Source: an optimization exercise on an open RTL-to-GDS flow (aim: small area and a short achievable clock period). Production flows keep margins and buffers that such runs may drop. The RTL was checked by simulation tests, not by an equivalence proof against the original design. Power figures rest on the tool's default switching activity, not on a simulated workload.

==> config.mk <==
export PLATFORM = sky130hd
export DESIGN_NAME = mac_16bit
export DESIGN_NICKNAME = mac_16bit
export VERILOG_FILES = /design/flow/design.v
export SDC_FILE = /design/flow/constraint.sdc
export NUM_CORES = 4
export LEC_CHECK = 0
export ABC_AREA = 1
export CAP_MARGIN = 20
export CORE_MARGIN = 2
export CORE_UTILIZATION = 40
export SETUP_SLACK_MARGIN = 4.15
export SLEW_MARGIN = 20
==> constraint.sdc <==
create_clock -name core_clock -period 6.9 [get_ports {clk}]
set_input_delay 1.3800 -clock core_clock [delete_from_list [all_inputs] [get_ports {clk}]]
set_output_delay 1.3800 -clock core_clock [all_outputs]
set_load 0.01 [all_outputs]
==> design.v <==
module mac_16bit(out_rounded,md,mr,clk,rst);
output reg [26:0] out_rounded;
input [15:0] md,mr;
input clk,rst;
reg [15:0] MD;
reg [7:0] ONE, TWO, NEG;         
reg [84:0] P;                  
reg [39:0] A;                    
reg [5:0] CB;                 
reg [8:0] k;       
reg clr;           
reg z1;            
reg r1, z2;        
wire zero = !rst | clr;
wire [16:0] mrx = {mr, 1'b0};
wire [7:0] one_n, two_n, neg_n;
genvar g;
generate for (g = 0; g < 8; g = g + 1) begin : enc
  assign one_n[g] = mrx[2*g+1] ^ mrx[2*g];
  assign two_n[g] = (mrx[2*g+2] & ~mrx[2*g+1] & ~mrx[2*g]) | (~mrx[2*g+2] & mrx[2*g+1] & mrx[2*g]);
  assign neg_n[g] = mrx[2*g+2] & ~(mrx[2*g+1] & mrx[2*g]);
end endgenerate
wire [16:0] pp0 = (({17{ONE[0]}} & {MD[15], MD}) | ({17{TWO[0]}} & {MD, 1'b0})) ^ {17{NEG[0]}};
wire ns0 = ~pp0[16];
wire [16:0] pp1 = (({17{ONE[1]}} & {MD[15], MD}) | ({17{TWO[1]}} & {MD, 1'b0})) ^ {17{NEG[1]}};
wire ns1 = ~pp1[16];
wire [16:0] pp2 = (({17{ONE[2]}} & {MD[15], MD}) | ({17{TWO[2]}} & {MD, 1'b0})) ^ {17{NEG[2]}};
wire ns2 = ~pp2[16];
wire [16:0] pp3 = (({17{ONE[3]}} & {MD[15], MD}) | ({17{TWO[3]}} & {MD, 1'b0})) ^ {17{NEG[3]}};
wire ns3 = ~pp3[16];
wire [16:0] pp4 = (({17{ONE[4]}} & {MD[15], MD}) | ({17{TWO[4]}} & {MD, 1'b0})) ^ {17{NEG[4]}};
wire ns4 = ~pp4[16];
wire [16:0] pp5 = (({17{ONE[5]}} & {MD[15], MD}) | ({17{TWO[5]}} & {MD, 1'b0})) ^ {17{NEG[5]}};
wire ns5 = ~pp5[16];
wire [16:0] pp6 = (({17{ONE[6]}} & {MD[15], MD}) | ({17{TWO[6]}} & {MD, 1'b0})) ^ {17{NEG[6]}};
wire ns6 = ~pp6[16];
wire [16:0] pp7 = (({17{ONE[7]}} & {MD[15], MD}) | ({17{TWO[7]}} & {MD, 1'b0})) ^ {17{NEG[7]}};
wire ns7 = ~pp7[16];
wire as1, ac2; assign {ac2, as1} = {1'b0, pp0[10]} + {1'b0, pp1[8]};
wire as3, ac4; assign {ac4, as3} = {1'b0, pp0[11]} + {1'b0, pp1[9]};
wire as5, ac6; assign {ac6, as5} = {1'b0, pp0[12]} + {1'b0, pp1[10]} + {1'b0, pp2[8]};
wire as7, ac8; assign {ac8, as7} = {1'b0, pp3[6]} + {1'b0, pp4[4]};
wire as9, ac10; assign {ac10, as9} = {1'b0, pp0[13]} + {1'b0, pp1[11]} + {1'b0, pp2[9]};
wire as11, ac12; assign {ac12, as11} = {1'b0, pp3[7]} + {1'b0, pp4[5]};
wire as13, ac14; assign {ac14, as13} = {1'b0, pp0[14]} + {1'b0, pp1[12]} + {1'b0, pp2[10]};
wire as15, ac16; assign {ac16, as15} = {1'b0, pp3[8]} + {1'b0, pp4[6]} + {1'b0, pp5[4]};
wire as17, ac18; assign {ac18, as17} = {1'b0, pp6[2]} + {1'b0, pp7[0]};
wire as19, ac20; assign {ac20, as19} = {1'b0, pp0[15]} + {1'b0, pp1[13]} + {1'b0, pp2[11]};
wire as21, ac22; assign {ac22, as21} = {1'b0, pp3[9]} + {1'b0, pp4[7]} + {1'b0, pp5[5]};
wire as23, ac24; assign {ac24, as23} = {1'b0, pp6[3]} + {1'b0, pp7[1]};
wire as25 = ~(ns0 ^ pp1[14]); wire ac26 = ns0 | pp1[14];
wire as27, ac28; assign {ac28, as27} = {1'b0, pp2[12]} + {1'b0, pp3[10]} + {1'b0, pp4[8]};
wire as29, ac30; assign {ac30, as29} = {1'b0, pp5[6]} + {1'b0, pp6[4]} + {1'b0, pp7[2]};
wire as31 = ~(pp1[15] ^ pp2[13]); wire ac32 = pp1[15] | pp2[13];
wire as33, ac34; assign {ac34, as33} = {1'b0, pp3[11]} + {1'b0, pp4[9]} + {1'b0, pp5[7]};
wire as35, ac36; assign {ac36, as35} = {1'b0, pp6[5]} + {1'b0, pp7[3]};
wire as37, ac38; assign {ac38, as37} = {1'b0, ns1} + {1'b0, pp2[14]} + {1'b0, pp3[12]};
wire as39, ac40; assign {ac40, as39} = {1'b0, pp4[10]} + {1'b0, pp5[8]} + {1'b0, pp6[6]};
wire as41 = ~(pp2[15] ^ pp3[13]); wire ac42 = pp2[15] | pp3[13];
wire as43, ac44; assign {ac44, as43} = {1'b0, pp4[11]} + {1'b0, pp5[9]};
wire as45, ac46; assign {ac46, as45} = {1'b0, ns2} + {1'b0, pp3[14]} + {1'b0, pp4[12]};
wire as47 = ~pp3[15];
wire as48, ac49; assign {ac49, as48} = {1'b0, pp0[6]} + {1'b0, pp1[4]};
wire as50, ac51; assign {ac51, as50} = {1'b0, pp0[7]} + {1'b0, pp1[5]};
wire as52, ac53; assign {ac53, as52} = {1'b0, pp0[8]} + {1'b0, pp1[6]} + {1'b0, pp2[4]};
wire as54, ac55; assign {ac55, as54} = {1'b0, pp3[2]} + {1'b0, pp4[0]};
wire as56, ac57; assign {ac57, as56} = {1'b0, pp0[9]} + {1'b0, pp1[7]} + {1'b0, pp2[5]};
wire as58, ac59; assign {ac59, as58} = {1'b0, pp3[3]} + {1'b0, pp4[1]};
wire as60, ac61; assign {ac61, as60} = {1'b0, as1} + {1'b0, pp2[6]} + {1'b0, pp3[4]};
wire as62, ac63; assign {ac63, as62} = {1'b0, pp4[2]} + {1'b0, pp5[0]} + {1'b0, NEG[5]};
wire as64, ac65; assign {ac65, as64} = {1'b0, as3} + {1'b0, pp2[7]} + {1'b0, pp3[5]};
wire as66, ac67; assign {ac67, as66} = {1'b0, pp4[3]} + {1'b0, pp5[1]} + {1'b0, ac2};
wire as68, ac69; assign {ac69, as68} = {1'b0, as5} + {1'b0, as7} + {1'b0, pp5[2]};
wire as70, ac71; assign {ac71, as70} = {1'b0, pp6[0]} + {1'b0, NEG[6]} + {1'b0, ac4};
wire as72, ac73; assign {ac73, as72} = {1'b0, as9} + {1'b0, as11} + {1'b0, pp5[3]};
wire as74, ac75; assign {ac75, as74} = {1'b0, pp6[1]} + {1'b0, ac6} + {1'b0, ac8};
wire as76, ac77; assign {ac77, as76} = {1'b0, as13} + {1'b0, as15} + {1'b0, as17};
wire as78, ac79; assign {ac79, as78} = {1'b0, NEG[7]} + {1'b0, ac10} + {1'b0, ac12};
wire as80, ac81; assign {ac81, as80} = {1'b0, as19} + {1'b0, as21} + {1'b0, as23};
wire as82, ac83; assign {ac83, as82} = {1'b0, ac14} + {1'b0, ac16} + {1'b0, ac18};
wire as84, ac85; assign {ac85, as84} = {1'b0, as25} + {1'b0, as27} + {1'b0, as29};
wire as86, ac87; assign {ac87, as86} = {1'b0, ac20} + {1'b0, ac22} + {1'b0, ac24};
wire as88, ac89; assign {ac89, as88} = {1'b0, as31} + {1'b0, as33} + {1'b0, as35};
wire as90, ac91; assign {ac91, as90} = {1'b0, ac26} + {1'b0, ac28} + {1'b0, ac30};
wire as92, ac93; assign {ac93, as92} = {1'b0, as37} + {1'b0, as39} + {1'b0, pp7[4]};
wire as94, ac95; assign {ac95, as94} = {1'b0, ac32} + {1'b0, ac34} + {1'b0, ac36};
wire as96, ac97; assign {ac97, as96} = {1'b0, as41} + {1'b0, as43} + {1'b0, pp6[7]};
wire as98, ac99; assign {ac99, as98} = {1'b0, pp7[5]} + {1'b0, ac38} + {1'b0, ac40};
wire as100, ac101; assign {ac101, as100} = {1'b0, as45} + {1'b0, pp5[10]} + {1'b0, pp6[8]};
wire as102, ac103; assign {ac103, as102} = {1'b0, pp7[6]} + {1'b0, ac42} + {1'b0, ac44};
wire as104, ac105; assign {ac105, as104} = {1'b0, as47} + {1'b0, pp4[13]} + {1'b0, pp5[11]};
wire as106, ac107; assign {ac107, as106} = {1'b0, pp6[9]} + {1'b0, pp7[7]} + {1'b0, ac46};
wire as108, ac109; assign {ac109, as108} = {1'b0, ns3} + {1'b0, pp4[14]} + {1'b0, pp5[12]};
wire as110, ac111; assign {ac111, as110} = {1'b0, pp6[10]} + {1'b0, pp7[8]} + {1'b0, pp3[15]};
wire as112 = ~(pp4[15] ^ pp5[13]); wire ac113 = pp4[15] | pp5[13];
wire as114, ac115; assign {ac115, as114} = {1'b0, pp6[11]} + {1'b0, pp7[9]};
wire as116, ac117; assign {ac117, as116} = {1'b0, ns4} + {1'b0, pp5[14]} + {1'b0, pp6[12]};
wire as118 = ~pp5[15];
wire as119, ac120; assign {ac120, as119} = {1'b0, pp0[4]} + {1'b0, pp1[2]};
wire as121, ac122; assign {ac122, as121} = {1'b0, pp0[5]} + {1'b0, pp1[3]};
wire as123, ac124; assign {ac124, as123} = {1'b0, as48} + {1'b0, pp2[2]} + {1'b0, pp3[0]};
wire as125, ac126; assign {ac126, as125} = {1'b0, as50} + {1'b0, pp2[3]} + {1'b0, pp3[1]};
wire as127, ac128; assign {ac128, as127} = {1'b0, as52} + {1'b0, as54} + {1'b0, NEG[4]};
wire as129, ac130; assign {ac130, as129} = {1'b0, as56} + {1'b0, as58} + {1'b0, ac53};
wire as131, ac132; assign {ac132, as131} = {1'b0, as60} + {1'b0, as62} + {1'b0, ac57};
wire as133, ac134; assign {ac134, as133} = {1'b0, as64} + {1'b0, as66} + {1'b0, ac61};
wire as135, ac136; assign {ac136, as135} = {1'b0, as68} + {1'b0, as70} + {1'b0, ac65};
wire as137, ac138; assign {ac138, as137} = {1'b0, as72} + {1'b0, as74} + {1'b0, ac69};
wire as139, ac140; assign {ac140, as139} = {1'b0, as76} + {1'b0, as78} + {1'b0, ac73};
wire as141, ac142; assign {ac142, as141} = {1'b0, as80} + {1'b0, as82} + {1'b0, ac77};
wire as143, ac144; assign {ac144, as143} = {1'b0, as84} + {1'b0, as86} + {1'b0, ac81};
wire as145, ac146; assign {ac146, as145} = {1'b0, as88} + {1'b0, as90} + {1'b0, ac85};
wire as147, ac148; assign {ac148, as147} = {1'b0, as92} + {1'b0, as94} + {1'b0, ac89};
wire as149, ac150; assign {ac150, as149} = {1'b0, as96} + {1'b0, as98} + {1'b0, ac93};
wire as151, ac152; assign {ac152, as151} = {1'b0, as100} + {1'b0, as102} + {1'b0, ac97};
wire as153, ac154; assign {ac154, as153} = {1'b0, as104} + {1'b0, as106} + {1'b0, ac101};
wire as155, ac156; assign {ac156, as155} = {1'b0, as108} + {1'b0, as110} + {1'b0, ac105};
wire as157, ac158; assign {ac158, as157} = {1'b0, as112} + {1'b0, as114} + {1'b0, ac109};
wire as159, ac160; assign {ac160, as159} = {1'b0, as116} + {1'b0, pp7[10]} + {1'b0, ac113};
wire as161, ac162; assign {ac162, as161} = {1'b0, as118} + {1'b0, pp6[13]} + {1'b0, pp7[11]};
wire as163, ac164; assign {ac164, as163} = {1'b0, ns5} + {1'b0, pp6[14]} + {1'b0, pp7[12]};
wire as165 = ~pp6[15];
wire [84:0] pnext;
assign pnext[0] = pp0[0];
assign pnext[1] = NEG[0];
assign pnext[2] = pp0[1];
assign pnext[3] = pp0[2];
assign pnext[4] = pp1[0];
assign pnext[5] = NEG[1];
assign pnext[6] = pp0[3];
assign pnext[7] = pp1[1];
assign pnext[8] = as119;
assign pnext[9] = pp2[0];
assign pnext[10] = NEG[2];
assign pnext[11] = as121;
assign pnext[12] = pp2[1];
assign pnext[13] = ac120;
assign pnext[14] = as123;
assign pnext[15] = NEG[3];
assign pnext[16] = ac122;
assign pnext[17] = as125;
assign pnext[18] = ac49;
assign pnext[19] = ac124;
assign pnext[20] = as127;
assign pnext[21] = ac51;
assign pnext[22] = ac126;
assign pnext[23] = as129;
assign pnext[24] = ac55;
assign pnext[25] = ac128;
assign pnext[26] = as131;
assign pnext[27] = ac59;
assign pnext[28] = ac130;
assign pnext[29] = as133;
assign pnext[30] = ac63;
assign pnext[31] = ac132;
assign pnext[32] = as135;
assign pnext[33] = ac67;
assign pnext[34] = ac134;
assign pnext[35] = as137;
assign pnext[36] = ac71;
assign pnext[37] = ac136;
assign pnext[38] = as139;
assign pnext[39] = ac75;
assign pnext[40] = ac138;
assign pnext[41] = as141;
assign pnext[42] = ac79;
assign pnext[43] = ac140;
assign pnext[44] = as143;
assign pnext[45] = ac83;
assign pnext[46] = ac142;
assign pnext[47] = as145;
assign pnext[48] = ac87;
assign pnext[49] = ac144;
assign pnext[50] = as147;
assign pnext[51] = ac91;
assign pnext[52] = ac146;
assign pnext[53] = as149;
assign pnext[54] = ac95;
assign pnext[55] = ac148;
assign pnext[56] = as151;
assign pnext[57] = ac99;
assign pnext[58] = ac150;
assign pnext[59] = as153;
assign pnext[60] = ac103;
assign pnext[61] = ac152;
assign pnext[62] = as155;
assign pnext[63] = ac107;
assign pnext[64] = ac154;
assign pnext[65] = as157;
assign pnext[66] = ac111;
assign pnext[67] = ac156;
assign pnext[68] = as159;
assign pnext[69] = ac115;
assign pnext[70] = ac158;
assign pnext[71] = as161;
assign pnext[72] = ac117;
assign pnext[73] = ac160;
assign pnext[74] = as163;
assign pnext[75] = pp5[15];
assign pnext[76] = ac162;
assign pnext[77] = as165;
assign pnext[78] = pp7[13];
assign pnext[79] = ac164;
assign pnext[80] = ns6;
assign pnext[81] = pp7[14];
assign pnext[82] = pp6[15];
assign pnext[83] = pp7[15];
assign pnext[84] = ns7;
wire bs166, bc167; assign {bc167, bs166} = {1'b0, P[3]} + {1'b0, P[4]};
wire bs168, bc169; assign {bc169, bs168} = {1'b0, P[6]} + {1'b0, P[7]};
wire [1:0] bt172 = {1'b0, ~P[8]} + {1'b0, ~P[9]} + {1'b0, ~P[10]}; wire bs170 = ~bt172[0]; wire bc171 = ~bt172[1];
wire [1:0] bt175 = {1'b0, ~P[11]} + {1'b0, ~P[12]} + {1'b0, ~P[13]}; wire bs173 = ~bt175[0]; wire bc174 = ~bt175[1];
wire [1:0] bt178 = {1'b0, ~P[14]} + {1'b0, ~P[15]} + {1'b0, ~P[16]}; wire bs176 = ~bt178[0]; wire bc177 = ~bt178[1];
wire [1:0] bt181 = {1'b0, ~P[17]} + {1'b0, ~P[18]} + {1'b0, ~P[19]}; wire bs179 = ~bt181[0]; wire bc180 = ~bt181[1];
wire [1:0] bt184 = {1'b0, ~P[20]} + {1'b0, ~P[21]} + {1'b0, ~P[22]}; wire bs182 = ~bt184[0]; wire bc183 = ~bt184[1];
wire [1:0] bt187 = {1'b0, ~P[23]} + {1'b0, ~P[24]} + {1'b0, ~P[25]}; wire bs185 = ~bt187[0]; wire bc186 = ~bt187[1];
wire [1:0] bt190 = {1'b0, ~P[26]} + {1'b0, ~P[27]} + {1'b0, ~P[28]}; wire bs188 = ~bt190[0]; wire bc189 = ~bt190[1];
wire [1:0] bt193 = {1'b0, ~P[29]} + {1'b0, ~P[30]} + {1'b0, ~P[31]}; wire bs191 = ~bt193[0]; wire bc192 = ~bt193[1];
wire [1:0] bt196 = {1'b0, ~P[32]} + {1'b0, ~P[33]} + {1'b0, ~P[34]}; wire bs194 = ~bt196[0]; wire bc195 = ~bt196[1];
wire [1:0] bt199 = {1'b0, ~P[35]} + {1'b0, ~P[36]} + {1'b0, ~P[37]}; wire bs197 = ~bt199[0]; wire bc198 = ~bt199[1];
wire [1:0] bt202 = {1'b0, ~P[38]} + {1'b0, ~P[39]} + {1'b0, ~P[40]}; wire bs200 = ~bt202[0]; wire bc201 = ~bt202[1];
wire [1:0] bt205 = {1'b0, ~P[41]} + {1'b0, ~P[42]} + {1'b0, ~P[43]}; wire bs203 = ~bt205[0]; wire bc204 = ~bt205[1];
wire [1:0] bt208 = {1'b0, ~P[44]} + {1'b0, ~P[45]} + {1'b0, ~P[46]}; wire bs206 = ~bt208[0]; wire bc207 = ~bt208[1];
wire [1:0] bt211 = {1'b0, ~P[47]} + {1'b0, ~P[48]} + {1'b0, ~P[49]}; wire bs209 = ~bt211[0]; wire bc210 = ~bt211[1];
wire [1:0] bt214 = {1'b0, ~P[50]} + {1'b0, ~P[51]} + {1'b0, ~P[52]}; wire bs212 = ~bt214[0]; wire bc213 = ~bt214[1];
wire [1:0] bt217 = {1'b0, ~P[53]} + {1'b0, ~P[54]} + {1'b0, ~P[55]}; wire bs215 = ~bt217[0]; wire bc216 = ~bt217[1];
wire [1:0] bt220 = {1'b0, ~P[56]} + {1'b0, ~P[57]} + {1'b0, ~P[58]}; wire bs218 = ~bt220[0]; wire bc219 = ~bt220[1];
wire [1:0] bt223 = {1'b0, ~P[59]} + {1'b0, ~P[60]} + {1'b0, ~P[61]}; wire bs221 = ~bt223[0]; wire bc222 = ~bt223[1];
wire [1:0] bt226 = {1'b0, ~P[62]} + {1'b0, ~P[63]} + {1'b0, ~P[64]}; wire bs224 = ~bt226[0]; wire bc225 = ~bt226[1];
wire [1:0] bt229 = {1'b0, ~P[65]} + {1'b0, ~P[66]} + {1'b0, ~P[67]}; wire bs227 = ~bt229[0]; wire bc228 = ~bt229[1];
wire [1:0] bt232 = {1'b0, ~P[68]} + {1'b0, ~P[69]} + {1'b0, ~P[70]}; wire bs230 = ~bt232[0]; wire bc231 = ~bt232[1];
wire [1:0] bt235 = {1'b0, ~P[71]} + {1'b0, ~P[72]} + {1'b0, ~P[73]}; wire bs233 = ~bt235[0]; wire bc234 = ~bt235[1];
wire [1:0] bt238 = {1'b0, ~P[74]} + {1'b0, ~P[75]} + {1'b0, ~P[76]}; wire bs236 = ~bt238[0]; wire bc237 = ~bt238[1];
wire [1:0] bt241 = {1'b0, ~P[77]} + {1'b0, ~P[78]} + {1'b0, ~P[79]}; wire bs239 = ~bt241[0]; wire bc240 = ~bt241[1];
wire [1:0] bt244 = {1'b0, ~P[80]} + {1'b0, ~P[81]} + {1'b0, ~P[82]}; wire bs242 = ~bt244[0]; wire bc243 = ~bt244[1];
wire bs245 = ~P[83];
wire bs246, bc247; assign {bc247, bs246} = {1'b0, P[0]} + {1'b0, P[1]};
wire bs248, bc249; assign {bc249, bs248} = {1'b0, P[2]} + {1'b0, A[1]};
wire [1:0] bt252 = {1'b0, ~bs166} + {1'b0, ~P[5]} + {1'b0, ~A[2]}; wire bs250 = ~bt252[0]; wire bc251 = ~bt252[1];
wire [1:0] bt255 = {1'b0, ~bs168} + {1'b0, ~A[3]} + {1'b0, ~bc167}; wire bs253 = ~bt255[0]; wire bc254 = ~bt255[1];
wire [1:0] bt258 = {1'b0, ~bs170} + {1'b0, ~A[4]} + {1'b0, ~bc169}; wire bs256 = ~bt258[0]; wire bc257 = ~bt258[1];
wire [1:0] bt261 = {1'b0, ~bs173} + {1'b0, ~A[5]} + {1'b0, ~bc171}; wire bs259 = ~bt261[0]; wire bc260 = ~bt261[1];
wire [1:0] bt264 = {1'b0, ~bs176} + {1'b0, ~A[6]} + {1'b0, ~bc174}; wire bs262 = ~bt264[0]; wire bc263 = ~bt264[1];
wire [1:0] bt267 = {1'b0, ~bs179} + {1'b0, ~A[7]} + {1'b0, ~bc177}; wire bs265 = ~bt267[0]; wire bc266 = ~bt267[1];
wire [1:0] bt270 = {1'b0, ~bs182} + {1'b0, ~A[8]} + {1'b0, ~bc180}; wire bs268 = ~bt270[0]; wire bc269 = ~bt270[1];
wire [1:0] bt273 = {1'b0, ~bs185} + {1'b0, ~A[9]} + {1'b0, ~bc183}; wire bs271 = ~bt273[0]; wire bc272 = ~bt273[1];
wire [1:0] bt276 = {1'b0, ~bs188} + {1'b0, ~A[10]} + {1'b0, ~bc186}; wire bs274 = ~bt276[0]; wire bc275 = ~bt276[1];
wire [1:0] bt279 = {1'b0, ~bs191} + {1'b0, ~A[11]} + {1'b0, ~bc189}; wire bs277 = ~bt279[0]; wire bc278 = ~bt279[1];
wire [1:0] bt282 = {1'b0, ~bs194} + {1'b0, ~A[12]} + {1'b0, ~bc192}; wire bs280 = ~bt282[0]; wire bc281 = ~bt282[1];
wire [1:0] bt285 = {1'b0, ~bs197} + {1'b0, ~A[13]} + {1'b0, ~bc195}; wire bs283 = ~bt285[0]; wire bc284 = ~bt285[1];
wire [1:0] bt288 = {1'b0, ~bs200} + {1'b0, ~A[14]} + {1'b0, ~bc198}; wire bs286 = ~bt288[0]; wire bc287 = ~bt288[1];
wire [1:0] bt291 = {1'b0, ~bs203} + {1'b0, ~A[15]} + {1'b0, ~bc201}; wire bs289 = ~bt291[0]; wire bc290 = ~bt291[1];
wire [1:0] bt294 = {1'b0, ~bs206} + {1'b0, ~A[16]} + {1'b0, ~bc204}; wire bs292 = ~bt294[0]; wire bc293 = ~bt294[1];
wire [1:0] bt297 = {1'b0, ~bs209} + {1'b0, ~A[17]} + {1'b0, ~bc207}; wire bs295 = ~bt297[0]; wire bc296 = ~bt297[1];
wire [1:0] bt300 = {1'b0, ~bs212} + {1'b0, ~A[18]} + {1'b0, ~bc210}; wire bs298 = ~bt300[0]; wire bc299 = ~bt300[1];
wire [1:0] bt303 = {1'b0, ~bs215} + {1'b0, ~A[19]} + {1'b0, ~bc213}; wire bs301 = ~bt303[0]; wire bc302 = ~bt303[1];
wire [1:0] bt306 = {1'b0, ~bs218} + {1'b0, ~A[20]} + {1'b0, ~bc216}; wire bs304 = ~bt306[0]; wire bc305 = ~bt306[1];
wire [1:0] bt309 = {1'b0, ~bs221} + {1'b0, ~A[21]} + {1'b0, ~bc219}; wire bs307 = ~bt309[0]; wire bc308 = ~bt309[1];
wire [1:0] bt312 = {1'b0, ~bs224} + {1'b0, ~A[22]} + {1'b0, ~bc222}; wire bs310 = ~bt312[0]; wire bc311 = ~bt312[1];
wire [1:0] bt315 = {1'b0, ~bs227} + {1'b0, ~A[23]} + {1'b0, ~bc225}; wire bs313 = ~bt315[0]; wire bc314 = ~bt315[1];
wire [1:0] bt318 = {1'b0, ~bs230} + {1'b0, ~A[24]} + {1'b0, ~bc228}; wire bs316 = ~bt318[0]; wire bc317 = ~bt318[1];
wire [1:0] bt321 = {1'b0, ~bs233} + {1'b0, ~A[25]} + {1'b0, ~bc231}; wire bs319 = ~bt321[0]; wire bc320 = ~bt321[1];
wire [1:0] bt324 = {1'b0, ~bs236} + {1'b0, ~A[26]} + {1'b0, ~bc234}; wire bs322 = ~bt324[0]; wire bc323 = ~bt324[1];
wire [1:0] bt327 = {1'b0, ~bs239} + {1'b0, ~A[27]} + {1'b0, ~bc237}; wire bs325 = ~bt327[0]; wire bc326 = ~bt327[1];
wire [1:0] bt330 = {1'b0, ~bs242} + {1'b0, ~A[28]} + {1'b0, ~bc240}; wire bs328 = ~bt330[0]; wire bc329 = ~bt330[1];
wire [1:0] bt333 = {1'b0, ~bs245} + {1'b0, ~A[29]} + {1'b0, ~bc243}; wire bs331 = ~bt333[0]; wire bc332 = ~bt333[1];
wire [1:0] bt336 = {1'b0, ~P[84]} + {1'b0, ~A[30]} + {1'b0, ~P[83]}; wire bs334 = ~bt336[0]; wire bc335 = ~bt336[1];
wire bs337 = ~A[31];
wire [7:0] yhi = 8'd0 + {7'd0, A[31]} - 8'd1;
wire k0_g338, k0_p344; assign {k0_g338, k0_p344} = {1'b0, bs246} + {1'b0, A[0]};
wire k0_g339, k0_p345; assign {k0_g339, k0_p345} = {1'b0, bs248} + {1'b0, bc247};
wire k0_g340, k0_p346; assign {k0_g340, k0_p346} = {1'b0, bs250} + {1'b0, bc249};
wire k0_g341, k0_p347; assign {k0_g341, k0_p347} = {1'b0, bs253} + {1'b0, bc251};
wire k0_g342, k0_p348; assign {k0_g342, k0_p348} = {1'b0, bs256} + {1'b0, bc254};
wire k0_g343, k0_p349; assign {k0_g343, k0_p349} = {1'b0, bs259} + {1'b0, bc257};
wire k0_G350 = k0_g339 | (k0_p345 & k0_g338);
wire k0_P351 = k0_p345 & k0_p344;
wire k0_G352 = k0_g340 | (k0_p346 & k0_g339);
wire k0_P353 = k0_p346 & k0_p345;
wire k0_G354 = k0_g341 | (k0_p347 & k0_g340);
wire k0_P355 = k0_p347 & k0_p346;
wire k0_G356 = k0_g342 | (k0_p348 & k0_g341);
wire k0_P357 = k0_p348 & k0_p347;
wire k0_G358 = k0_g343 | (k0_p349 & k0_g342);
wire k0_P359 = k0_p349 & k0_p348;
wire k0_G360 = k0_G352 | (k0_P353 & k0_g338);
wire k0_P361 = k0_P353 & k0_p344;
wire k0_G362 = k0_G354 | (k0_P355 & k0_G350);
wire k0_P363 = k0_P355 & k0_P351;
wire k0_G364 = k0_G356 | (k0_P357 & k0_G352);
wire k0_P365 = k0_P357 & k0_P353;
wire k0_G366 = k0_G358 | (k0_P359 & k0_G354);
wire k0_P367 = k0_P359 & k0_P355;
wire k0_G368 = k0_G364 | (k0_P365 & k0_g338);
wire k0_P369 = k0_P365 & k0_p344;
wire k0_G370 = k0_G366 | (k0_P367 & k0_G350);
wire k0_P371 = k0_P367 & k0_P351;
wire k0_s372 = k0_p344;
wire k0_s373 = k0_p345 ^ k0_g338;
wire k0_s374 = k0_p346 ^ k0_G350;
wire k0_s375 = k0_p347 ^ k0_G360;
wire k0_s376 = k0_p348 ^ k0_G362;
wire k0_s377 = k0_p349 ^ k0_G368;
wire k1_g378, k1_p384; assign {k1_g378, k1_p384} = {1'b0, bs262} + {1'b0, bc260};
wire k1_g379, k1_p385; assign {k1_g379, k1_p385} = {1'b0, bs265} + {1'b0, bc263};
wire k1_g380, k1_p386; assign {k1_g380, k1_p386} = {1'b0, bs268} + {1'b0, bc266};
wire k1_g381, k1_p387; assign {k1_g381, k1_p387} = {1'b0, bs271} + {1'b0, bc269};
wire k1_g382, k1_p388; assign {k1_g382, k1_p388} = {1'b0, bs274} + {1'b0, bc272};
wire k1_g383, k1_p389; assign {k1_g383, k1_p389} = {1'b0, bs277} + {1'b0, bc275};
wire k1_G390 = k1_g379 | (k1_p385 & k1_g378);
wire k1_P391 = k1_p385 & k1_p384;
wire k1_G392 = k1_g380 | (k1_p386 & k1_g379);
wire k1_P393 = k1_p386 & k1_p385;
wire k1_G394 = k1_g381 | (k1_p387 & k1_g380);
wire k1_P395 = k1_p387 & k1_p386;
wire k1_G396 = k1_g382 | (k1_p388 & k1_g381);
wire k1_P397 = k1_p388 & k1_p387;
wire k1_G398 = k1_g383 | (k1_p389 & k1_g382);
wire k1_P399 = k1_p389 & k1_p388;
wire k1_G400 = k1_G392 | (k1_P393 & k1_g378);
wire k1_P401 = k1_P393 & k1_p384;
wire k1_G402 = k1_G394 | (k1_P395 & k1_G390);
wire k1_P403 = k1_P395 & k1_P391;
wire k1_G404 = k1_G396 | (k1_P397 & k1_G392);
wire k1_P405 = k1_P397 & k1_P393;
wire k1_G406 = k1_G398 | (k1_P399 & k1_G394);
wire k1_P407 = k1_P399 & k1_P395;
wire k1_G408 = k1_G404 | (k1_P405 & k1_g378);
wire k1_P409 = k1_P405 & k1_p384;
wire k1_G410 = k1_G406 | (k1_P407 & k1_G390);
wire k1_P411 = k1_P407 & k1_P391;
wire k1_s412 = k1_p384 ^ CB[0];
wire k1_c413 = k1_g378 | (k1_p384 & CB[0]);
wire k1_s414 = k1_p385 ^ k1_c413;
wire k1_c415 = k1_G390 | (k1_P391 & CB[0]);
wire k1_s416 = k1_p386 ^ k1_c415;
wire k1_c417 = k1_G400 | (k1_P401 & CB[0]);
wire k1_s418 = k1_p387 ^ k1_c417;
wire k1_c419 = k1_G402 | (k1_P403 & CB[0]);
wire k1_s420 = k1_p388 ^ k1_c419;
wire k1_c421 = k1_G408 | (k1_P409 & CB[0]);
wire k1_s422 = k1_p389 ^ k1_c421;
wire k1_co423 = k1_G410 | (k1_P411 & CB[0]);
wire k2_g424, k2_p430; assign {k2_g424, k2_p430} = {1'b0, bs280} + {1'b0, bc278};
wire k2_g425, k2_p431; assign {k2_g425, k2_p431} = {1'b0, bs283} + {1'b0, bc281};
wire k2_g426, k2_p432; assign {k2_g426, k2_p432} = {1'b0, bs286} + {1'b0, bc284};
wire k2_g427, k2_p433; assign {k2_g427, k2_p433} = {1'b0, bs289} + {1'b0, bc287};
wire k2_g428, k2_p434; assign {k2_g428, k2_p434} = {1'b0, bs292} + {1'b0, bc290};
wire k2_g429, k2_p435; assign {k2_g429, k2_p435} = {1'b0, bs295} + {1'b0, bc293};
wire k2_G436 = k2_g425 | (k2_p431 & k2_g424);
wire k2_P437 = k2_p431 & k2_p430;
wire k2_G438 = k2_g426 | (k2_p432 & k2_g425);
wire k2_P439 = k2_p432 & k2_p431;
wire k2_G440 = k2_g427 | (k2_p433 & k2_g426);
wire k2_P441 = k2_p433 & k2_p432;
wire k2_G442 = k2_g428 | (k2_p434 & k2_g427);
wire k2_P443 = k2_p434 & k2_p433;
wire k2_G444 = k2_g429 | (k2_p435 & k2_g428);
wire k2_P445 = k2_p435 & k2_p434;
wire k2_G446 = k2_G438 | (k2_P439 & k2_g424);
wire k2_P447 = k2_P439 & k2_p430;
wire k2_G448 = k2_G440 | (k2_P441 & k2_G436);
wire k2_P449 = k2_P441 & k2_P437;
wire k2_G450 = k2_G442 | (k2_P443 & k2_G438);
wire k2_P451 = k2_P443 & k2_P439;
wire k2_G452 = k2_G444 | (k2_P445 & k2_G440);
wire k2_P453 = k2_P445 & k2_P441;
wire k2_G454 = k2_G450 | (k2_P451 & k2_g424);
wire k2_P455 = k2_P451 & k2_p430;
wire k2_G456 = k2_G452 | (k2_P453 & k2_G436);
wire k2_P457 = k2_P453 & k2_P437;
wire k2_s458 = k2_p430 ^ CB[1];
wire k2_c459 = k2_g424 | (k2_p430 & CB[1]);
wire k2_s460 = k2_p431 ^ k2_c459;
wire k2_c461 = k2_G436 | (k2_P437 & CB[1]);
wire k2_s462 = k2_p432 ^ k2_c461;
wire k2_c463 = k2_G446 | (k2_P447 & CB[1]);
wire k2_s464 = k2_p433 ^ k2_c463;
wire k2_c465 = k2_G448 | (k2_P449 & CB[1]);
wire k2_s466 = k2_p434 ^ k2_c465;
wire k2_c467 = k2_G454 | (k2_P455 & CB[1]);
wire k2_s468 = k2_p435 ^ k2_c467;
wire k2_co469 = k2_G456 | (k2_P457 & CB[1]);
wire k3_g470, k3_p476; assign {k3_g470, k3_p476} = {1'b0, bs298} + {1'b0, bc296};
wire k3_g471, k3_p477; assign {k3_g471, k3_p477} = {1'b0, bs301} + {1'b0, bc299};
wire k3_g472, k3_p478; assign {k3_g472, k3_p478} = {1'b0, bs304} + {1'b0, bc302};
wire k3_g473, k3_p479; assign {k3_g473, k3_p479} = {1'b0, bs307} + {1'b0, bc305};
wire k3_g474, k3_p480; assign {k3_g474, k3_p480} = {1'b0, bs310} + {1'b0, bc308};
wire k3_g475, k3_p481; assign {k3_g475, k3_p481} = {1'b0, bs313} + {1'b0, bc311};
wire k3_G482 = k3_g471 | (k3_p477 & k3_g470);
wire k3_P483 = k3_p477 & k3_p476;
wire k3_G484 = k3_g472 | (k3_p478 & k3_g471);
wire k3_P485 = k3_p478 & k3_p477;
wire k3_G486 = k3_g473 | (k3_p479 & k3_g472);
wire k3_P487 = k3_p479 & k3_p478;
wire k3_G488 = k3_g474 | (k3_p480 & k3_g473);
wire k3_P489 = k3_p480 & k3_p479;
wire k3_G490 = k3_g475 | (k3_p481 & k3_g474);
wire k3_P491 = k3_p481 & k3_p480;
wire k3_G492 = k3_G484 | (k3_P485 & k3_g470);
wire k3_P493 = k3_P485 & k3_p476;
wire k3_G494 = k3_G486 | (k3_P487 & k3_G482);
wire k3_P495 = k3_P487 & k3_P483;
wire k3_G496 = k3_G488 | (k3_P489 & k3_G484);
wire k3_P497 = k3_P489 & k3_P485;
wire k3_G498 = k3_G490 | (k3_P491 & k3_G486);
wire k3_P499 = k3_P491 & k3_P487;
wire k3_G500 = k3_G496 | (k3_P497 & k3_g470);
wire k3_P501 = k3_P497 & k3_p476;
wire k3_G502 = k3_G498 | (k3_P499 & k3_G482);
wire k3_P503 = k3_P499 & k3_P483;
wire k3_s504 = k3_p476 ^ CB[2];
wire k3_c505 = k3_g470 | (k3_p476 & CB[2]);
wire k3_s506 = k3_p477 ^ k3_c505;
wire k3_c507 = k3_G482 | (k3_P483 & CB[2]);
wire k3_s508 = k3_p478 ^ k3_c507;
wire k3_c509 = k3_G492 | (k3_P493 & CB[2]);
wire k3_s510 = k3_p479 ^ k3_c509;
wire k3_c511 = k3_G494 | (k3_P495 & CB[2]);
wire k3_s512 = k3_p480 ^ k3_c511;
wire k3_c513 = k3_G500 | (k3_P501 & CB[2]);
wire k3_s514 = k3_p481 ^ k3_c513;
wire k3_co515 = k3_G502 | (k3_P503 & CB[2]);
wire k4_g516, k4_p522; assign {k4_g516, k4_p522} = {1'b0, bs316} + {1'b0, bc314};
wire k4_g517, k4_p523; assign {k4_g517, k4_p523} = {1'b0, bs319} + {1'b0, bc317};
wire k4_g518, k4_p524; assign {k4_g518, k4_p524} = {1'b0, bs322} + {1'b0, bc320};
wire k4_g519, k4_p525; assign {k4_g519, k4_p525} = {1'b0, bs325} + {1'b0, bc323};
wire k4_g520, k4_p526; assign {k4_g520, k4_p526} = {1'b0, bs328} + {1'b0, bc326};
wire k4_g521, k4_p527; assign {k4_g521, k4_p527} = {1'b0, bs331} + {1'b0, bc329};
wire k4_G528 = k4_g517 | (k4_p523 & k4_g516);
wire k4_P529 = k4_p523 & k4_p522;
wire k4_G530 = k4_g518 | (k4_p524 & k4_g517);
wire k4_P531 = k4_p524 & k4_p523;
wire k4_G532 = k4_g519 | (k4_p525 & k4_g518);
wire k4_P533 = k4_p525 & k4_p524;
wire k4_G534 = k4_g520 | (k4_p526 & k4_g519);
wire k4_P535 = k4_p526 & k4_p525;
wire k4_G536 = k4_g521 | (k4_p527 & k4_g520);
wire k4_P537 = k4_p527 & k4_p526;
wire k4_G538 = k4_G530 | (k4_P531 & k4_g516);
wire k4_P539 = k4_P531 & k4_p522;
wire k4_G540 = k4_G532 | (k4_P533 & k4_G528);
wire k4_P541 = k4_P533 & k4_P529;
wire k4_G542 = k4_G534 | (k4_P535 & k4_G530);
wire k4_P543 = k4_P535 & k4_P531;
wire k4_G544 = k4_G536 | (k4_P537 & k4_G532);
wire k4_P545 = k4_P537 & k4_P533;
wire k4_G546 = k4_G542 | (k4_P543 & k4_g516);
wire k4_P547 = k4_P543 & k4_p522;
wire k4_G548 = k4_G544 | (k4_P545 & k4_G528);
wire k4_P549 = k4_P545 & k4_P529;
wire k4_s550 = k4_p522 ^ CB[3];
wire k4_c551 = k4_g516 | (k4_p522 & CB[3]);
wire k4_s552 = k4_p523 ^ k4_c551;
wire k4_c553 = k4_G528 | (k4_P529 & CB[3]);
wire k4_s554 = k4_p524 ^ k4_c553;
wire k4_c555 = k4_G538 | (k4_P539 & CB[3]);
wire k4_s556 = k4_p525 ^ k4_c555;
wire k4_c557 = k4_G540 | (k4_P541 & CB[3]);
wire k4_s558 = k4_p526 ^ k4_c557;
wire k4_c559 = k4_G546 | (k4_P547 & CB[3]);
wire k4_s560 = k4_p527 ^ k4_c559;
wire k4_co561 = k4_G548 | (k4_P549 & CB[3]);
wire k5_g562, k5_p568; assign {k5_g562, k5_p568} = {1'b0, bs334} + {1'b0, bc332};
wire k5_g563, k5_p569; assign {k5_g563, k5_p569} = {1'b0, bs337} + {1'b0, bc335};
wire k5_g564, k5_p570; assign {k5_g564, k5_p570} = {1'b0, A[32]} + {1'b0, yhi[0]};
wire k5_g565, k5_p571; assign {k5_g565, k5_p571} = {1'b0, A[33]} + {1'b0, yhi[1]};
wire k5_g566, k5_p572; assign {k5_g566, k5_p572} = {1'b0, A[34]} + {1'b0, yhi[2]};
wire k5_g567, k5_p573; assign {k5_g567, k5_p573} = {1'b0, A[35]} + {1'b0, yhi[3]};
wire k5_G574 = k5_g563 | (k5_p569 & k5_g562);
wire k5_P575 = k5_p569 & k5_p568;
wire k5_G576 = k5_g564 | (k5_p570 & k5_g563);
wire k5_P577 = k5_p570 & k5_p569;
wire k5_G578 = k5_g565 | (k5_p571 & k5_g564);
wire k5_P579 = k5_p571 & k5_p570;
wire k5_G580 = k5_g566 | (k5_p572 & k5_g565);
wire k5_P581 = k5_p572 & k5_p571;
wire k5_G582 = k5_g567 | (k5_p573 & k5_g566);
wire k5_P583 = k5_p573 & k5_p572;
wire k5_G584 = k5_G576 | (k5_P577 & k5_g562);
wire k5_P585 = k5_P577 & k5_p568;
wire k5_G586 = k5_G578 | (k5_P579 & k5_G574);
wire k5_P587 = k5_P579 & k5_P575;
wire k5_G588 = k5_G580 | (k5_P581 & k5_G576);
wire k5_P589 = k5_P581 & k5_P577;
wire k5_G590 = k5_G582 | (k5_P583 & k5_G578);
wire k5_P591 = k5_P583 & k5_P579;
wire k5_G592 = k5_G588 | (k5_P589 & k5_g562);
wire k5_P593 = k5_P589 & k5_p568;
wire k5_G594 = k5_G590 | (k5_P591 & k5_G574);
wire k5_P595 = k5_P591 & k5_P575;
wire k5_s596 = k5_p568 ^ CB[4];
wire k5_c597 = k5_g562 | (k5_p568 & CB[4]);
wire k5_s598 = k5_p569 ^ k5_c597;
wire k5_c599 = k5_G574 | (k5_P575 & CB[4]);
wire k5_s600 = k5_p570 ^ k5_c599;
wire k5_c601 = k5_G584 | (k5_P585 & CB[4]);
wire k5_s602 = k5_p571 ^ k5_c601;
wire k5_c603 = k5_G586 | (k5_P587 & CB[4]);
wire k5_s604 = k5_p572 ^ k5_c603;
wire k5_c605 = k5_G592 | (k5_P593 & CB[4]);
wire k5_s606 = k5_p573 ^ k5_c605;
wire k5_co607 = k5_G594 | (k5_P595 & CB[4]);
wire k6_g608, k6_p612; assign {k6_g608, k6_p612} = {1'b0, A[36]} + {1'b0, yhi[4]};
wire k6_g609, k6_p613; assign {k6_g609, k6_p613} = {1'b0, A[37]} + {1'b0, yhi[5]};
wire k6_g610, k6_p614; assign {k6_g610, k6_p614} = {1'b0, A[38]} + {1'b0, yhi[6]};
wire k6_g611, k6_p615; assign {k6_g611, k6_p615} = {1'b0, A[39]} + {1'b0, yhi[7]};
wire k6_G616 = k6_g609 | (k6_p613 & k6_g608);
wire k6_P617 = k6_p613 & k6_p612;
wire k6_G618 = k6_g610 | (k6_p614 & k6_g609);
wire k6_P619 = k6_p614 & k6_p613;
wire k6_G620 = k6_g611 | (k6_p615 & k6_g610);
wire k6_P621 = k6_p615 & k6_p614;
wire k6_G622 = k6_G618 | (k6_P619 & k6_g608);
wire k6_P623 = k6_P619 & k6_p612;
wire k6_G624 = k6_G620 | (k6_P621 & k6_G616);
wire k6_P625 = k6_P621 & k6_P617;
wire k6_s626 = k6_p612 ^ CB[5];
wire k6_c627 = k6_g608 | (k6_p612 & CB[5]);
wire k6_s628 = k6_p613 ^ k6_c627;
wire k6_c629 = k6_G616 | (k6_P617 & CB[5]);
wire k6_s630 = k6_p614 ^ k6_c629;
wire k6_c631 = k6_G622 | (k6_P623 & CB[5]);
wire k6_s632 = k6_p615 ^ k6_c631;
wire k6_co633 = k6_G624 | (k6_P625 & CB[5]);
wire [39:0] sum = {k6_s632, k6_s630, k6_s628, k6_s626, k5_s606, k5_s604, k5_s602, k5_s600, k5_s598, k5_s596, k4_s560, k4_s558, k4_s556, k4_s554, k4_s552, k4_s550, k3_s514, k3_s512, k3_s510, k3_s508, k3_s506, k3_s504, k2_s468, k2_s466, k2_s464, k2_s462, k2_s460, k2_s458, k1_s422, k1_s420, k1_s418, k1_s416, k1_s414, k1_s412, k0_s377, k0_s376, k0_s375, k0_s374, k0_s373, k0_s372};
wire [5:0] cbnext = {k5_co607, k4_co561, k3_co515, k2_co469, k1_co423, k0_G370};
wire [13:0] L = {1'b0, A[12:0]} + {7'd0, CB[0], 6'd0} + {1'd0, CB[1], 12'd0};
wire c13 = L[13];
wire up = L[12] & ((A[13] ^ c13) | (|L[11:0]));
wire rg634, rp661; assign {rg634, rp661} = {1'b0, A[13]} + {1'b0, c13};
wire rg635 = 1'b0; wire rp662 = A[14];
wire rg636 = 1'b0; wire rp663 = A[15];
wire rg637 = 1'b0; wire rp664 = A[16];
wire rg638 = 1'b0; wire rp665 = A[17];
wire rg639, rp666; assign {rg639, rp666} = {1'b0, A[18]} + {1'b0, CB[2]};
wire rg640 = 1'b0; wire rp667 = A[19];
wire rg641 = 1'b0; wire rp668 = A[20];
wire rg642 = 1'b0; wire rp669 = A[21];
wire rg643 = 1'b0; wire rp670 = A[22];
wire rg644 = 1'b0; wire rp671 = A[23];
wire rg645, rp672; assign {rg645, rp672} = {1'b0, A[24]} + {1'b0, CB[3]};
wire rg646 = 1'b0; wire rp673 = A[25];
wire rg647 = 1'b0; wire rp674 = A[26];
wire rg648 = 1'b0; wire rp675 = A[27];
wire rg649 = 1'b0; wire rp676 = A[28];
wire rg650 = 1'b0; wire rp677 = A[29];
wire rg651, rp678; assign {rg651, rp678} = {1'b0, A[30]} + {1'b0, CB[4]};
wire rg652 = 1'b0; wire rp679 = A[31];
wire rg653 = 1'b0; wire rp680 = A[32];
wire rg654 = 1'b0; wire rp681 = A[33];
wire rg655 = 1'b0; wire rp682 = A[34];
wire rg656 = 1'b0; wire rp683 = A[35];
wire rg657, rp684; assign {rg657, rp684} = {1'b0, A[36]} + {1'b0, CB[5]};
wire rg658 = 1'b0; wire rp685 = A[37];
wire rg659 = 1'b0; wire rp686 = A[38];
wire rg660 = 1'b0; wire rp687 = A[39];
wire rG688 = rg635 | (rp662 & rg634);
wire rP689 = rp662 & rp661;
wire rG690 = rg637 | (rp664 & rg636);
wire rP691 = rp664 & rp663;
wire rG692 = rg639 | (rp666 & rg638);
wire rP693 = rp666 & rp665;
wire rG694 = rg641 | (rp668 & rg640);
wire rP695 = rp668 & rp667;
wire rG696 = rg643 | (rp670 & rg642);
wire rP697 = rp670 & rp669;
wire rG698 = rg645 | (rp672 & rg644);
wire rP699 = rp672 & rp671;
wire rG700 = rg647 | (rp674 & rg646);
wire rP701 = rp674 & rp673;
wire rG702 = rg649 | (rp676 & rg648);
wire rP703 = rp676 & rp675;
wire rG704 = rg651 | (rp678 & rg650);
wire rP705 = rp678 & rp677;
wire rG706 = rg653 | (rp680 & rg652);
wire rP707 = rp680 & rp679;
wire rG708 = rg655 | (rp682 & rg654);
wire rP709 = rp682 & rp681;
wire rG710 = rg657 | (rp684 & rg656);
wire rP711 = rp684 & rp683;
wire rG712 = rg659 | (rp686 & rg658);
wire rP713 = rp686 & rp685;
wire rG714 = rg636 | (rp663 & rG688);
wire rP715 = rp663 & rP689;
wire rG716 = rG690 | (rP691 & rG688);
wire rP717 = rP691 & rP689;
wire rG718 = rg640 | (rp667 & rG692);
wire rP719 = rp667 & rP693;
wire rG720 = rG694 | (rP695 & rG692);
wire rP721 = rP695 & rP693;
wire rG722 = rg644 | (rp671 & rG696);
wire rP723 = rp671 & rP697;
wire rG724 = rG698 | (rP699 & rG696);
wire rP725 = rP699 & rP697;
wire rG726 = rg648 | (rp675 & rG700);
wire rP727 = rp675 & rP701;
wire rG728 = rG702 | (rP703 & rG700);
wire rP729 = rP703 & rP701;
wire rG730 = rg652 | (rp679 & rG704);
wire rP731 = rp679 & rP705;
wire rG732 = rG706 | (rP707 & rG704);
wire rP733 = rP707 & rP705;
wire rG734 = rg656 | (rp683 & rG708);
wire rP735 = rp683 & rP709;
wire rG736 = rG710 | (rP711 & rG708);
wire rP737 = rP711 & rP709;
wire rG738 = rg660 | (rp687 & rG712);
wire rP739 = rp687 & rP713;
wire rG740 = rg638 | (rp665 & rG716);
wire rP741 = rp665 & rP717;
wire rG742 = rG692 | (rP693 & rG716);
wire rP743 = rP693 & rP717;
wire rG744 = rG718 | (rP719 & rG716);
wire rP745 = rP719 & rP717;
wire rG746 = rG720 | (rP721 & rG716);
wire rP747 = rP721 & rP717;
wire rG748 = rg646 | (rp673 & rG724);
wire rP749 = rp673 & rP725;
wire rG750 = rG700 | (rP701 & rG724);
wire rP751 = rP701 & rP725;
wire rG752 = rG726 | (rP727 & rG724);
wire rP753 = rP727 & rP725;
wire rG754 = rG728 | (rP729 & rG724);
wire rP755 = rP729 & rP725;
wire rG756 = rg654 | (rp681 & rG732);
wire rP757 = rp681 & rP733;
wire rG758 = rG708 | (rP709 & rG732);
wire rP759 = rP709 & rP733;
wire rG760 = rG734 | (rP735 & rG732);
wire rP761 = rP735 & rP733;
wire rG762 = rG736 | (rP737 & rG732);
wire rP763 = rP737 & rP733;
wire rG764 = rg642 | (rp669 & rG746);
wire rP765 = rp669 & rP747;
wire rG766 = rG696 | (rP697 & rG746);
wire rP767 = rP697 & rP747;
wire rG768 = rG722 | (rP723 & rG746);
wire rP769 = rP723 & rP747;
wire rG770 = rG724 | (rP725 & rG746);
wire rP771 = rP725 & rP747;
wire rG772 = rG748 | (rP749 & rG746);
wire rP773 = rP749 & rP747;
wire rG774 = rG750 | (rP751 & rG746);
wire rP775 = rP751 & rP747;
wire rG776 = rG752 | (rP753 & rG746);
wire rP777 = rP753 & rP747;
wire rG778 = rG754 | (rP755 & rG746);
wire rP779 = rP755 & rP747;
wire rG780 = rg658 | (rp685 & rG762);
wire rP781 = rp685 & rP763;
wire rG782 = rG712 | (rP713 & rG762);
wire rP783 = rP713 & rP763;
wire rG784 = rG738 | (rP739 & rG762);
wire rP785 = rP739 & rP763;
wire rG786 = rg650 | (rp677 & rG778);
wire rP787 = rp677 & rP779;
wire rG788 = rG704 | (rP705 & rG778);
wire rP789 = rP705 & rP779;
wire rG790 = rG730 | (rP731 & rG778);
wire rP791 = rP731 & rP779;
wire rG792 = rG732 | (rP733 & rG778);
wire rP793 = rP733 & rP779;
wire rG794 = rG756 | (rP757 & rG778);
wire rP795 = rP757 & rP779;
wire rG796 = rG758 | (rP759 & rG778);
wire rP797 = rP759 & rP779;
wire rG798 = rG760 | (rP761 & rG778);
wire rP799 = rP761 & rP779;
wire rG800 = rG762 | (rP763 & rG778);
wire rP801 = rP763 & rP779;
wire rG802 = rG780 | (rP781 & rG778);
wire rP803 = rP781 & rP779;
wire rG804 = rG782 | (rP783 & rG778);
wire rP805 = rP783 & rP779;
wire rG806 = rG784 | (rP785 & rG778);
wire rP807 = rP785 & rP779;
wire rs808 = rp661 ^ up;
wire rc809 = rg634 | (rp661 & up);
wire rs810 = rp662 ^ rc809;
wire rc811 = rG688 | (rP689 & up);
wire rs812 = rp663 ^ rc811;
wire rc813 = rG714 | (rP715 & up);
wire rs814 = rp664 ^ rc813;
wire rc815 = rG716 | (rP717 & up);
wire rs816 = rp665 ^ rc815;
wire rc817 = rG740 | (rP741 & up);
wire rs818 = rp666 ^ rc817;
wire rc819 = rG742 | (rP743 & up);
wire rs820 = rp667 ^ rc819;
wire rc821 = rG744 | (rP745 & up);
wire rs822 = rp668 ^ rc821;
wire rc823 = rG746 | (rP747 & up);
wire rs824 = rp669 ^ rc823;
wire rc825 = rG764 | (rP765 & up);
wire rs826 = rp670 ^ rc825;
wire rc827 = rG766 | (rP767 & up);
wire rs828 = rp671 ^ rc827;
wire rc829 = rG768 | (rP769 & up);
wire rs830 = rp672 ^ rc829;
wire rc831 = rG770 | (rP771 & up);
wire rs832 = rp673 ^ rc831;
wire rc833 = rG772 | (rP773 & up);
wire rs834 = rp674 ^ rc833;
wire rc835 = rG774 | (rP775 & up);
wire rs836 = rp675 ^ rc835;
wire rc837 = rG776 | (rP777 & up);
wire rs838 = rp676 ^ rc837;
wire rc839 = rG778 | (rP779 & up);
wire rs840 = rp677 ^ rc839;
wire rc841 = rG786 | (rP787 & up);
wire rs842 = rp678 ^ rc841;
wire rc843 = rG788 | (rP789 & up);
wire rs844 = rp679 ^ rc843;
wire rc845 = rG790 | (rP791 & up);
wire rs846 = rp680 ^ rc845;
wire rc847 = rG792 | (rP793 & up);
wire rs848 = rp681 ^ rc847;
wire rc849 = rG794 | (rP795 & up);
wire rs850 = rp682 ^ rc849;
wire rc851 = rG796 | (rP797 & up);
wire rs852 = rp683 ^ rc851;
wire rc853 = rG798 | (rP799 & up);
wire rs854 = rp684 ^ rc853;
wire rc855 = rG800 | (rP801 & up);
wire rs856 = rp685 ^ rc855;
wire rc857 = rG802 | (rP803 & up);
wire rs858 = rp686 ^ rc857;
wire rc859 = rG804 | (rP805 & up);
wire rs860 = rp687 ^ rc859;
wire rco861 = rG806 | (rP807 & up);
wire [26:0] rnd = {rs860, rs858, rs856, rs854, rs852, rs850, rs848, rs846, rs844, rs842, rs840, rs838, rs836, rs834, rs832, rs830, rs828, rs826, rs824, rs822, rs820, rs818, rs816, rs814, rs812, rs810, rs808};
always @(posedge clk) begin
  MD <= md;
  ONE <= one_n;
  TWO <= two_n;
  NEG <= neg_n;
  P <= pnext;
  z1 <= zero;
  r1 <= !rst;
  z2 <= r1;
  if (z1 | z2) A <= 40'd0;
  else A <= sum;
  if (z1 | z2) CB <= 6'd0;
  else CB <= cbnext;
  out_rounded <= (zero | z1) ? 27'd0 : rnd;
  if (zero) k <= {8'd0, clr};
  else k <= k + 9'd1;
  clr <= rst & !clr & (k == 9'd258);
end
endmodule
==> run.sh <==
#!/bin/bash
# synth_recipe.tcl (not shown) runs the flow's synth.tcl, then flattens the netlist and writes it again
# the make line also repeats each setting of config.mk as NAME=value (left out here)
make -C /OpenROAD-flow-scripts/flow DESIGN_CONFIG=/design/flow/config.mk WORK_HOME=/design/flow/orfs CLKGATE_MAP_FILE= SYNTH_SCRIPT=/design/flow/synth_recipe.tcl finish
==> results of run 1 <==
-- cells by family (layout without fill, tap and decap cells) --
| kind of cell | after synthesis | after routing |
|---|---|---|
| AO/OA/AOI/OAI | 250 | 250 |
| XOR/XNOR | 145 | 145 |
| adder cells (fa/ha/maj) | 202 | 202 |
| buffers and inverters | 283 | 450 |
| flip-flops | 211 | 211 |
| AND/OR/NAND/NOR | 368 | 370 |
-- how the worst max path moves through the flow --
| stage | from | endpoint | slack [ns] | depth (start not counted) |
|---|---|---|---|---|
| CTS | out_rounded[23] | out_rounded[23] | 4.15 | 1 |
| finish | TWO[4] | P[44] | 4.17 | 7 |
| detailed placement | A[12] | out_rounded[1] | 3.07 | 12 |
| global route | TWO[4] | P[44] | 4.05 | 7 |
| global placement | A[12] | out_rounded[1] | 3.13 | 12 |
| floorplan | NEG[2] | P[56] | 4.20 | 7 |
-- power breakdown --
part | total (uW) | leakage [uW] | internal, uW | switching (uW)
registers | 1760 | 0.00176 | 1530 | 224
clock network | 1290 | 0.000409 | 793 | 492
logic | 3550 | 0.00532 | 1500 | 2050
-- Yosys cell counts (2+ instances only) --
library cell | n | share of area
xor2_1 | 140 | 0.093
inv_2 | 12 | 0.0034
clkbuf_1 | 26 | 0.0074
nand3_2 | 5 | 0.0038
o2111ai_1 | 4 | 0.0027
buf_6 | 5 | 0.0043
o211ai_1 | 3 | 0.0017
o21bai_1 | 3 | 0.0017
inv_1 | 213 | 0.061
buf_2 | 8 | 0.0030
nor2_4 | 2 | 0.0017
o21ai_0 | 45 | 0.017
xnor2_1 | 4 | 0.0027
o22ai_1 | 120 | 0.057
nor2_2 | 6 | 0.0029
a22oi_1 | 3 | 0.0017
nor2_1 | 133 | 0.038
nor3_1 | 6 | 0.0023
fa_1 | 122 | 0.19
a21oi_1 | 65 | 0.025
o21a_1 | 2 | 0.0011
ha_1 | 80 | 0.076
nand3b_4 | 3 | 0.0046
nand2_1 | 137 | 0.039
nand2_2 | 5 | 0.0024
dfxtp_1 | 211 | 0.32
buf_1 | 14 | 0.0040
nand4_1 | 6 | 0.0029
nand3_1 | 61 | 0.023
-- stage by stage --
step / util / std cells / total power, uW
final: 0.4971 / 2070 / 6589
after global routing: 0.4971 / 2070 / 7289
after CTS: 0.4740 / 2002 / 6558
after detailed placement: 0.4326 / 1907 / 5160
after global placement: 0.4326 / 1907 / 5052
after floorplan: - / 1459 / 4337
-- layer usage --
metal / vias up / GRT usage / routed length, um
met5: - / 0 / 0
met4: 0 / 0.07460 / 1554
met3: 121 / 0.03480 / 2453
met2: 447 / 0.3039 / 14960
met1: 4821 / 0.2540 / 14530
li1: 5021 / - / -
-- repair_timing --
| action | 4_1_cts | 5_1_grt |
|---|---|---|
| buffers inserted | 49 | 63 |
| gates resized for setup | 61 | 63 |
| gates cloned | 2 | 5 |
| pin swaps | 3 | 11 |
| endpoints found under the setup margin | 65 | 48 |
-- area by class of cell --
cell class | instances | area, um2 | area share
Timing Repair inverter | 5 | 32.53 | 0.002017
Clock inverter | 8 | 73.82 | 0.004576
Sequential cell | 211 | 4278 | 0.2652
Multi-Input combinational cell | 967 | 7976 | 0.4945
Inverter | 227 | 970.9 | 0.06019
Tap cell | 442 | 553.0 | 0.03428
Clock buffer | 36 | 757.0 | 0.04692
Timing Repair Buffer | 174 | 1490 | 0.09238
-- registers in the layout, summed over array words and instances, names as in the netlist --
name         cells
TWO              8
NEG              8
z2               1
P               85
k                9
MD              16
clr              1
ONE              8
r1               1
out_rounded     27
CB               6
z1               1
A               40
==> flow_summary.toml, run 1 <==
[timing]
rsz0062_at_grt = "yes"
setup_tns_ns = 0
fmax_ghz = 0.3661
fin_ws_ns = 4.169
period_needed_ns = 2.731
fin_skew_ns = 0.01921
relSlewSlack = 0.4215
worstMarginPinSlew_ns = 0.8668
setup_viol = 0
hold_violations = 0
slew_violations = 0
final.period_utilization = 0.3958
whs_ns = 0.3327

[routing]
ant_nets = 0
firstDrtPassIters = 5
vias_per_cell = 5.029
drt_iter0_drc = 869
route.detailed.drc = 0
via_count = 10410
wl_um = 33500
wl_per_cell_um = 16.18

[synthesis]
syn_avg_cell_area_um2 = 9.011
synthCells = 1459
synth_top_family_by_area = "adder cells"
synth_compound_area_frac = 0.1107
seq_area_frac_synth = 0.3213
syn-cell-area_um2 = 13150
synthDistinctLibCells = 44
synthAdderAreaFrac = 0.2619
synth-simple-area-share = 0.1232
synth_edf_count = 0
synth_nets = 1695
synth-xor-area-share = 0.09717
synthMuxAreaShare = 0
synthArstFlopShare = 0
synth-main-ff-cell = "dfxtp_1"
ys_seq_elements = 211
yosysWarnings = 1

[global_route]
grt_first_pass_wirelength_um = 51530
antenna_found_initial = 0
track_usage = 0.1899
grt_max_degree = 27
gr-total-overflow = 0
grt_pass1_vias = 9908

[pwr]
vdd_drop_max_mv = 0.2150
p_per_area_nw_per_um2 = 408.5
leakage_uw = 0.007489

[clock_network]
cts_root_buf = "clkbuf_16"
clock_latency_ns = 0.52
cts_sinks = 211
cts_tree = "done"
clk_pin_slew_ns = 0.06
htreeDepth = 1
numCtsBuffers = 24
clockBufferDepth = 3
cts_hold_buf = 0

[floorplanning]
die-height_um = 185.3
io_pins = 61
core_um2 = 32450
start_util = 0.4051
die_area_um2 = 34330
rows = 66
dieWidth_um = 185.3

[placed_design]
dp_hpwl_um = 22370
gp_congestion = 0.9394
place_area_um2 = 14040
pre_cts_slack_ns = 3.071
port_buffers = 60

[worst_setup_path]
crit_slowest_cell = "fa_1"
critical_path_buf_inv_count = 2
worstPathRequired_ns = 7.29
path_common_cell = "fa_1"
r2r_cells = 7
reg2reg_slack_ns = 4.17
cp-start-kind = "flip-flop"
worst_path_largest_cell_delay_ns = 0.49
worstPathArrival_ns = 3.13
worstPathCellList = "clkinvlp_4 -> o22ai_1 -> xor2_1 -> fa_1 -> fa_1 -> inv_1 -> fa_1"
endpoint_kind = "flip-flop"
rr_endpoint = "P[44]"
r2r-start = "TWO[4]"
crit_family = "adder cells"
crit_type = "reg -> reg"
cp_max_fo = 12

[cells_and_area]
fillers = 3014
n_antenna_cell = 0
nNetsFinal = 1846
final_area_um2 = 16130
drive_gt1_frac = 0.1695
final_cell_mix = "dfxtp_1 (192), inv_1 (181), xor2_1 (136)"
area_growth_pct = 22.71
layout_commonest_cell = "dfxtp_1"

[flow_run]
maxCapViolations = 0

[hold_path]
hp-start = "r1"
hold_path_end = "z2"
min_path_type = "reg -> reg"
whs_path_depth = 0

[outcome]
outcome = "timing/DRC/antenna clean"
==> inputs of run 2 (changes only) <==
--- a/config.mk
+++ b/config.mk
@@ -5,7 +5,6 @@
 export SDC_FILE = /design/flow/constraint.sdc
 export NUM_CORES = 4
 export LEC_CHECK = 0
-export ABC_AREA = 1
 export CAP_MARGIN = 20
 export CORE_MARGIN = 2
 export CORE_UTILIZATION = 40
==> run 2 against run 1 <==
Against the previous run:
- clock power grew about 10%
- non-clock buffer count shrank 106
- sequential cell count is the same
- critical path depth shrank 1
- critical endpoint is now P[47]
- worst setup slack gained 0.030 ns
- highest routed layer unchanged
- sequential power grew 3%
==> flow_summary.toml, run 2 <==
[routing]
firstDrtPassIters = 6
drt_iter0_drc = 501
vias_per_cell = 5.062
route.detailed.drc = 0
wl_per_cell_um = 16.22
ant_nets = 0
via_count = 8307
wl_um = 26620

[cells_and_area]
largest_reg_flops = 85
area_growth_pct = 15.39
fillers = 2912
final_cell_mix = "dfxtp_1 (174), xnor2_1 (126), a22oi_1 (120)"
n_antenna_cell = 0
reg_top3 = "P x85, A x40, out_rounded x27"
regMostFlops = "P"
nNetsFinal = 1458
drive_gt1_frac = 0.1017
layout_commonest_cell = "dfxtp_1"

[synthesis]
synth_top_area_cell = "dfxtp_1"
synthCells = 1210
seq_area_frac_synth = 0.3342
yosysWarnings = 1
synth-main-ff-cell = "dfxtp_1"
syn-cell-area_um2 = 12640
synth_edf_count = 0
syn_avg_cell_area_um2 = 10.44
synthDistinctLibCells = 58
netlist.area_leader.share = 0.3342
synth.most_common_cell = "dfxtp_1"
synthMuxAreaShare = 0.004554
ys_top_cells_by_count = "dfxtp_1 (211), xnor2_1 (126), fa_1 (122)"
synth_top_family_by_area = "adder cells"
synth_compound_area_frac = 0.1258
synthArstFlopShare = 0
synth-xor-area-share = 0.1289
synth_nets = 1446
synth_area_leaders = "dfxtp_1 (33%), fa_1 (19%), xnor2_1 (8.7%), ha_1 (7.9%), a22oi_1 (7.1%)"
synthAdderAreaFrac = 0.2724
synth-simple-area-share = 0.07534
ys_seq_elements = 211

[worst_setup_path]
r2r_cells = 6
cp_max_fo = 17
crit_family = "adder cells"
worstPathArrival_ns = 3.08
path_common_cell = "fa_1"
endpoint_kind = "flip-flop"
worstPathCellList = "a22oi_1 -> xor2_1 -> fa_1 -> fa_1 -> inv_1 -> fa_1"
crit_type = "reg -> reg"
r2r-start = "ONE[3]"
critical_path_buf_inv_count = 1
rr_endpoint = "P[47]"
reg2reg_slack_ns = 4.20
crit_slowest_cell = "dfxtp_2"
cp-start-kind = "flip-flop"
worst_path_largest_cell_delay_ns = 0.58
worstPathRequired_ns = 7.28

[clock_network]
numCtsBuffers = 24
cts_hold_buf = 0
cts_tree = "done"
clock_latency_ns = 0.53
cts_sinks = 211
cts_root_buf = "clkbuf_16"
clockBufferDepth = 3
clk_pin_slew_ns = 0.07
htreeDepth = 1

[timing]
worstMarginPinSlew_ns = 0.8203
period_needed_ns = 2.701
slew_violations = 0
setup_viol = 0
fin_skew_ns = 0.03443
fmax_ghz = 0.3702
final.period_utilization = 0.3915
rsz0062_at_grt = "no"
relSlewSlack = 0.4531
hold_violations = 0
setup_tns_ns = 0

[global_route]
gr-total-overflow = 0
track_usage = 0.1645
grt_max_degree = 43
grt_first_pass_wirelength_um = 44180
antenna_found_initial = 1
grt_pass1_vias = 8429

[hold_path]
hp-start = "r1"
min_path_type = "reg -> reg"
hold_path_end = "z2"
whs_path_depth = 0

[pwr]
leakage_uw = 0.006303
power.total_uw = 6725
p_per_area_nw_per_um2 = 461.1
vdd_drop_max_mv = 0.2040

[floorplanning]
core_um2 = 31310
io_pins = 61
die_area_um2 = 33030
die-height_um = 181.8
dieWidth_um = 181.8
rows = 65
start_util = 0.4036

[placed_design]
dp_hpwl_um = 19050
gp_congestion = 0.8021
port_buffers = 60

[outcome]
outcome = "timing/DRC/antenna clean"

[flow_run]
maxCapViolations = 0
## run 2: routing by layer
layer	wire length (um)	GRT usage	vias to the layer above	share of wire
met3	1528	0.02808	43	0.057
li1	-	-	4026	-
met5	0	0	-	0
met1	12940	0.2373	3969	0.49
met4	648	0.04911	0	0.024
met2	11500	0.2530	269	0.43
## run 2: layout make-up
class	count	area (um2)	area share
Clock buffer	33	715.7	0.04907
Clock inverter	10	186.4	0.01278
Inverter	114	427.9	0.02934
Multi-Input combinational cell	803	7800	0.5348
Sequential cell	211	4275	0.2932
Tap cell	402	503.0	0.03449
Timing Repair Buffer	68	675.6	0.04633
## run 2: kinds of logic after synthesis
group / Yosys count
muxes: 5
adders and majority gates: 202
AOI/OAI and AO/OA: 226
and+or+nand+nor: 184
buffers and inverters: 196
xor gates and xnor gates: 186
DFF: 211
## run 2: worst max path at each step
| stage | end | cells after the start | slack (ns) | from |
|---|---|---|---|---|
| floorplan | P[56] | 7 | 4.17 | NEG[4] |
| global placement | out_rounded[21] | 5 | 3.48 | rst |
| detailed placement | out_rounded[21] | 5 | 3.47 | rst |
| CTS | out_rounded[10] | 11 | 4.11 | A[6] |
| global route | CB[4] | 9 | 4.15 | P[68] |
| finish | P[47] | 6 | 4.20 | ONE[3] |
## run 2: metrics by stage
stage / cell area [um2] / setup slack, ns / hold WS, ns / util / std cells
floorplan: 12640 / 4.173 / 0.3096 / - / 1210
global placement: 13460 / 3.478 / 0.3186 / 0.4298 / 1594
detailed placement: 13460 / 3.465 / 0.3226 / 0.4298 / 1594
CTS: 14450 / 4.108 / 0.3380 / 0.4616 / 1640
global route: 14580 / 4.150 / 0.3554 / 0.4658 / 1641
finish: 14580 / 4.199 / 0.3340 / 0.4658 / 1641
## run 2: timing repair
action / 4_1_cts / 5_1_grt
buffers inserted: 3 / 1
gates resized for setup: 63 / 35
setup endpoints to repair: 49 / 44
pin swaps: 2 / 11
## run 2: power breakdown
part           leakage (uW)  switching, uW  internal [uW]
logic               0.00410           1790           1700
clock network      0.000445            508            912
registers           0.00176            273           1540

-- what the ideal ports hide --
The flow's constraints put no driver on any port. The routed layouts listed below were extracted and timed again, unchanged, in two steps. Step 1, drivers: a clkbuf_16 drives clk and a buf_2 each remaining input, both assumed. Step 2 times the ports against the registers' clock, not the clock port: input delays grow and output delays shrink by t, the midpoint of the rising clock arrivals with the driver on. Three values: no drivers, after step 1, after step 2; two values: the first two.
run	t, ns	setup slack, ns	worst setup path at the end	cell pins on the clock port's net
run 1	0.564	4.169 / 4.169 / 3.780	input to register	1
run 2	0.559	4.199 / 4.199 / 3.739	input to register	1
After both steps every run listed still meets setup and hold. For run 2, which loses most, drivers alone change the setup slack by 0.000 ns; drivers and shift together by -0.460 ns.
